What follows belongs to an exercise in optimizing a design on an open flow for small area, a short achievable clock period and few clock cycles; a production flow would make more cautious choices.
Function was checked by simulation only, so behaviour that the tests miss may differ from the original.
Power and IR drop assume default switching activity.

== build 78 ==
## CHIP
module CHIP(clk,
            rst_n,
            mem_wen_D,
            mem_addr_D,
            mem_wdata_D,
            mem_rdata_D,
            mem_addr_I,
            mem_rdata_I
    );
export LEC_CHECK = 0
export CAP_MARGIN = 20
export CORE_MARGIN = 2
export CORE_UTILIZATION = 40
export PLACE_DENSITY = 0.5
export SETUP_SLACK_MARGIN = 5.0
export SLEW_MARGIN = 20
export TNS_END_PERCENT = 25
create_clock -name core_clock -period 10.0 [get_ports {clk}]
standard.sh (not shown) runs the stock make flow with config.mk's settings and CLKGATE_MAP_FILE= SYNTH_SCRIPT=/design/flow/synth_recipe.tcl, a recipe that flattens the netlist after the stock synthesis.
==> flow/flow/run.sh <==
#!/bin/bash
set -euo pipefail
bash standard.sh 'BUFFER_PORTS_ARGS=-buffer_cell sky130_fd_sc_hd__buf_2' SETUP_SLACK_MARGIN=6.2 finish > standard.log 2>&1
Testbench counts of build 78, summed over its fixed seeds: cycles 38,303.
The following lists how build 93 was set up differently from build 78:
- TNS_END_PERCENT: 25 -> 5
==> flow/flow/run.sh <==
#!/bin/bash
set -euo pipefail
bash standard.sh 'BUFFER_PORTS_ARGS=-buffer_cell sky130_fd_sc_hd__buf_2' SETUP_SLACK_MARGIN=6.2 \
  "PRE_GLOBAL_ROUTE_TCL=$PWD/flow/rc.tcl" finish > standard.log 2>&1
==> flow/flow/rc.tcl (new file) <==
set k 1.1
set_layer_rc -layer li1  -capacitance [expr {$k*1.499e-04}]   -resistance [expr {$k*7.176e-02}]
set_layer_rc -layer met1 -capacitance [expr {$k*1.72375E-04}] -resistance [expr {$k*8.929e-04}]
set_layer_rc -layer met2 -capacitance [expr {$k*1.36233E-04}] -resistance [expr {$k*8.929e-04}]
set_layer_rc -layer met3 -capacitance [expr {$k*2.14962E-04}] -resistance [expr {$k*1.567e-04}]
set_layer_rc -layer met4 -capacitance [expr {$k*1.48128E-04}] -resistance [expr {$k*1.567e-04}]
set_layer_rc -layer met5 -capacitance [expr {$k*1.54087E-04}] -resistance [expr {$k*1.781e-05}]
set_wire_rc -signal -layer met1
set_wire_rc -clock -layer met3
[summary]
Build 93 finished all stages; the layout is clean. Routed length on met1 (build 93 over build 78): increase, 930 um. Build 93 vs build 78: layout cell share with drive strength beyond 1 down in build 93. Multi-input gate share of the layout cell area: build 93 < build 78. Power density of the placed cells in build 93 is about 0.6% lower than in build 78. Build 93 vs build 78 — switching power dropped slightly. As far as via count is concerned, build 78 and build 93 perform about the same. From build 78 to build 93 the numbers moved as follows: internal power consumption moved down, layout clock buffer count saw a decrease. Measured against each other, build 78 and build 93 differ in worst slew margin relative to its limit, the higher figure coming from build 78. The more densely filled core belongs to build 78, not build 93.
### build 93 -> build 90
- CTS_CLUSTER_SIZE: unset -> 20
- CTS_CLUSTER_DIAMETER: unset -> 80
==> flow/flow/run.sh <==
#!/bin/bash
set -euo pipefail
bash standard.sh 'BUFFER_PORTS_ARGS=-buffer_cell sky130_fd_sc_hd__buf_2' SETUP_SLACK_MARGIN=6.2 finish > standard.log 2>&1
removed: flow/flow/rc.tcl
Notes after the runs:
- The count of placed standard cells including taps of build 93 and that of build 90 are within noise of each other.
- Build 93 has a higher end-of-flow core utilization than build 90.
- From build 90 to build 93, residual DRC count did not move at all.
- Between build 93 and build 90, the global-route usage does not differ in any meaningful way.
- Build 90 reached the end of the flow, and the finished layout is clean on the timing, design-rule and antenna checks.
- Build 90 ended up with a higher initial antenna violation count than build 93 did.
- Smallest setup slack after layout is lower on build 90
- Total design power, build 93 and build 90: larger value in build 93

Setup of v38:
CHIP again, from the RTL that the note above started with.
export LEC_CHECK = 0
export CAP_MARGIN = 20
export CORE_MARGIN = 2
export CORE_UTILIZATION = 40
export PLACE_DENSITY = 0.5
export SETUP_SLACK_MARGIN = 5.0
export SLEW_MARGIN = 20
export TNS_END_PERCENT = 5
create_clock -name core_clock -period 10.0 [get_ports {clk}]
==> flow/flow/run.sh <==
#!/bin/bash
set -euo pipefail
bash standard.sh 'BUFFER_PORTS_ARGS=-buffer_cell sky130_fd_sc_hd__buf_2' SETUP_SLACK_MARGIN=6.2 \
  "PRE_GLOBAL_ROUTE_TCL=$PWD/flow/rc.tcl" finish > standard.log 2>&1
==> flow/flow/rc.tcl <==
set k 1.3
set_layer_rc -layer li1  -capacitance [expr {$k*1.499e-04}]   -resistance [expr {$k*7.176e-02}]
set_layer_rc -layer met1 -capacitance [expr {$k*1.72375E-04}] -resistance [expr {$k*8.929e-04}]
set_layer_rc -layer met2 -capacitance [expr {$k*1.36233E-04}] -resistance [expr {$k*8.929e-04}]
set_layer_rc -layer met3 -capacitance [expr {$k*2.14962E-04}] -resistance [expr {$k*1.567e-04}]
set_layer_rc -layer met4 -capacitance [expr {$k*1.48128E-04}] -resistance [expr {$k*1.567e-04}]
set_layer_rc -layer met5 -capacitance [expr {$k*1.54087E-04}] -resistance [expr {$k*1.781e-05}]
set_wire_rc -signal -layer met1
set_wire_rc -clock -layer met3
Testbench counts of v38, summed over its fixed seeds: cycles 38,303.
Relative to v38, the following input files were edited for v58:
==> flow/flow/run.sh <==
#!/bin/bash
set -euo pipefail
bash standard.sh 'BUFFER_PORTS_ARGS=-buffer_cell sky130_fd_sc_hd__buf_2' SETUP_SLACK_MARGIN=6.2 finish > standard.log 2>&1
removed: flow/flow/rc.tcl
==> summary.txt <==
- Per the final summary, v58 finished and its layout is clean on timing, DRC and antenna.
- No stage failed in v38, and the final checks on the layout all came back clean.
- v58 vs v38 — biggest cell delay along the critical path dropped 0.08 ns.
- Between v58 and v38, it is v58 whose layout cell share with drive strength beyond 1 is lower, by 2.2 points.
- Reported for v38 and v58, count of clock tree sinks turned out identical to the last digit.
- [compare] base=v38 new=v58: final worst-path setup slack fell by 0.060 ns; maximum frequency went down by about 1.4%; clock skew now sits at about the same level.
The following lists how v48 was set up differently from v58:
==> flow/flow/run.sh <==
#!/bin/bash
set -euo pipefail
bash standard.sh 'BUFFER_PORTS_ARGS=-buffer_cell sky130_fd_sc_hd__buf_2' SETUP_SLACK_MARGIN=6.2 \
  "PRE_GLOBAL_ROUTE_TCL=$PWD/flow/rc.tcl" finish > standard.log 2>&1
==> flow/flow/rc.tcl (new file) <==
set k 1.2
set_layer_rc -layer li1  -capacitance [expr {$k*1.499e-04}]   -resistance [expr {$k*7.176e-02}]
set_layer_rc -layer met1 -capacitance [expr {$k*1.72375E-04}] -resistance [expr {$k*8.929e-04}]
set_layer_rc -layer met2 -capacitance [expr {$k*1.36233E-04}] -resistance [expr {$k*8.929e-04}]
set_layer_rc -layer met3 -capacitance [expr {$k*2.14962E-04}] -resistance [expr {$k*1.567e-04}]
set_layer_rc -layer met4 -capacitance [expr {$k*1.48128E-04}] -resistance [expr {$k*1.567e-04}]
set_layer_rc -layer met5 -capacitance [expr {$k*1.54087E-04}] -resistance [expr {$k*1.781e-05}]
set_wire_rc -signal -layer met1
set_wire_rc -clock -layer met3
## What came out
- v48 against v58: static leakage now sits higher, antenna diode instance count now sits at about the same level, depth of the critical timing path with buffers and inverters included now sits higher, total power now sits higher, highest clock frequency the design can meet now sits higher.

## separate check: timing with driven ports
In the flow no input, the clock included, has a driving cell. The finished layouts below were timed again as built, in two steps. Step 1 (the two cells are an assumption about what drives the block):
set clk [get_ports {clk}]
set_driving_cell -lib_cell sky130_fd_sc_hd__clkbuf_16 $clk
set_driving_cell -lib_cell sky130_fd_sc_hd__buf_2 [delete_from_list [all_inputs] $clk]
Step 2 adds t to the input delays and takes it off the output delays; t is the mean of the earliest and latest rising clock arrival at the registers after step 1. Input paths then give back, and output paths get back, about the clock's delay inside the block. Slacks: no drivers / after step 1 / after step 2; pairs: no drivers / after step 1.
| run | shift t [ns] | slack for setup (ns) | latest minus earliest clock arrival (ns) | worst register clock-pin slew, ns | pins driven straight from the clock port |
|---|---|---|---|---|---|
| build 78 | 0.882 | 5.576 / 5.634 / 4.752 | 0.036 / 0.036 | 0.07 / 0.07 | 1 |
| build 93 | 0.909 | 5.671 / 5.671 / 4.895 | 0.045 / 0.045 | 0.07 / 0.07 | 1 |
| build 90 | 0.839 | 5.488 / 5.550 / 4.710 | 0.038 / 0.037 | 0.10 / 0.10 | 1 |
| v38 | 0.903 | 5.639 / 5.639 / 4.871 | 0.041 / 0.041 | 0.07 / 0.07 | 1 |
| v58 | 0.901 | 5.579 / 5.642 / 4.743 | 0.041 / 0.041 | 0.07 / 0.07 | 1 |
| v48 | 0.907 | 5.659 / 5.659 / 4.894 | 0.045 / 0.045 | 0.07 / 0.07 | 1 |
After both steps setup and hold are still met in every run listed. For v58, which loses most, drivers alone change the setup slack by +0.063 ns; drivers and shift together by -0.836 ns.
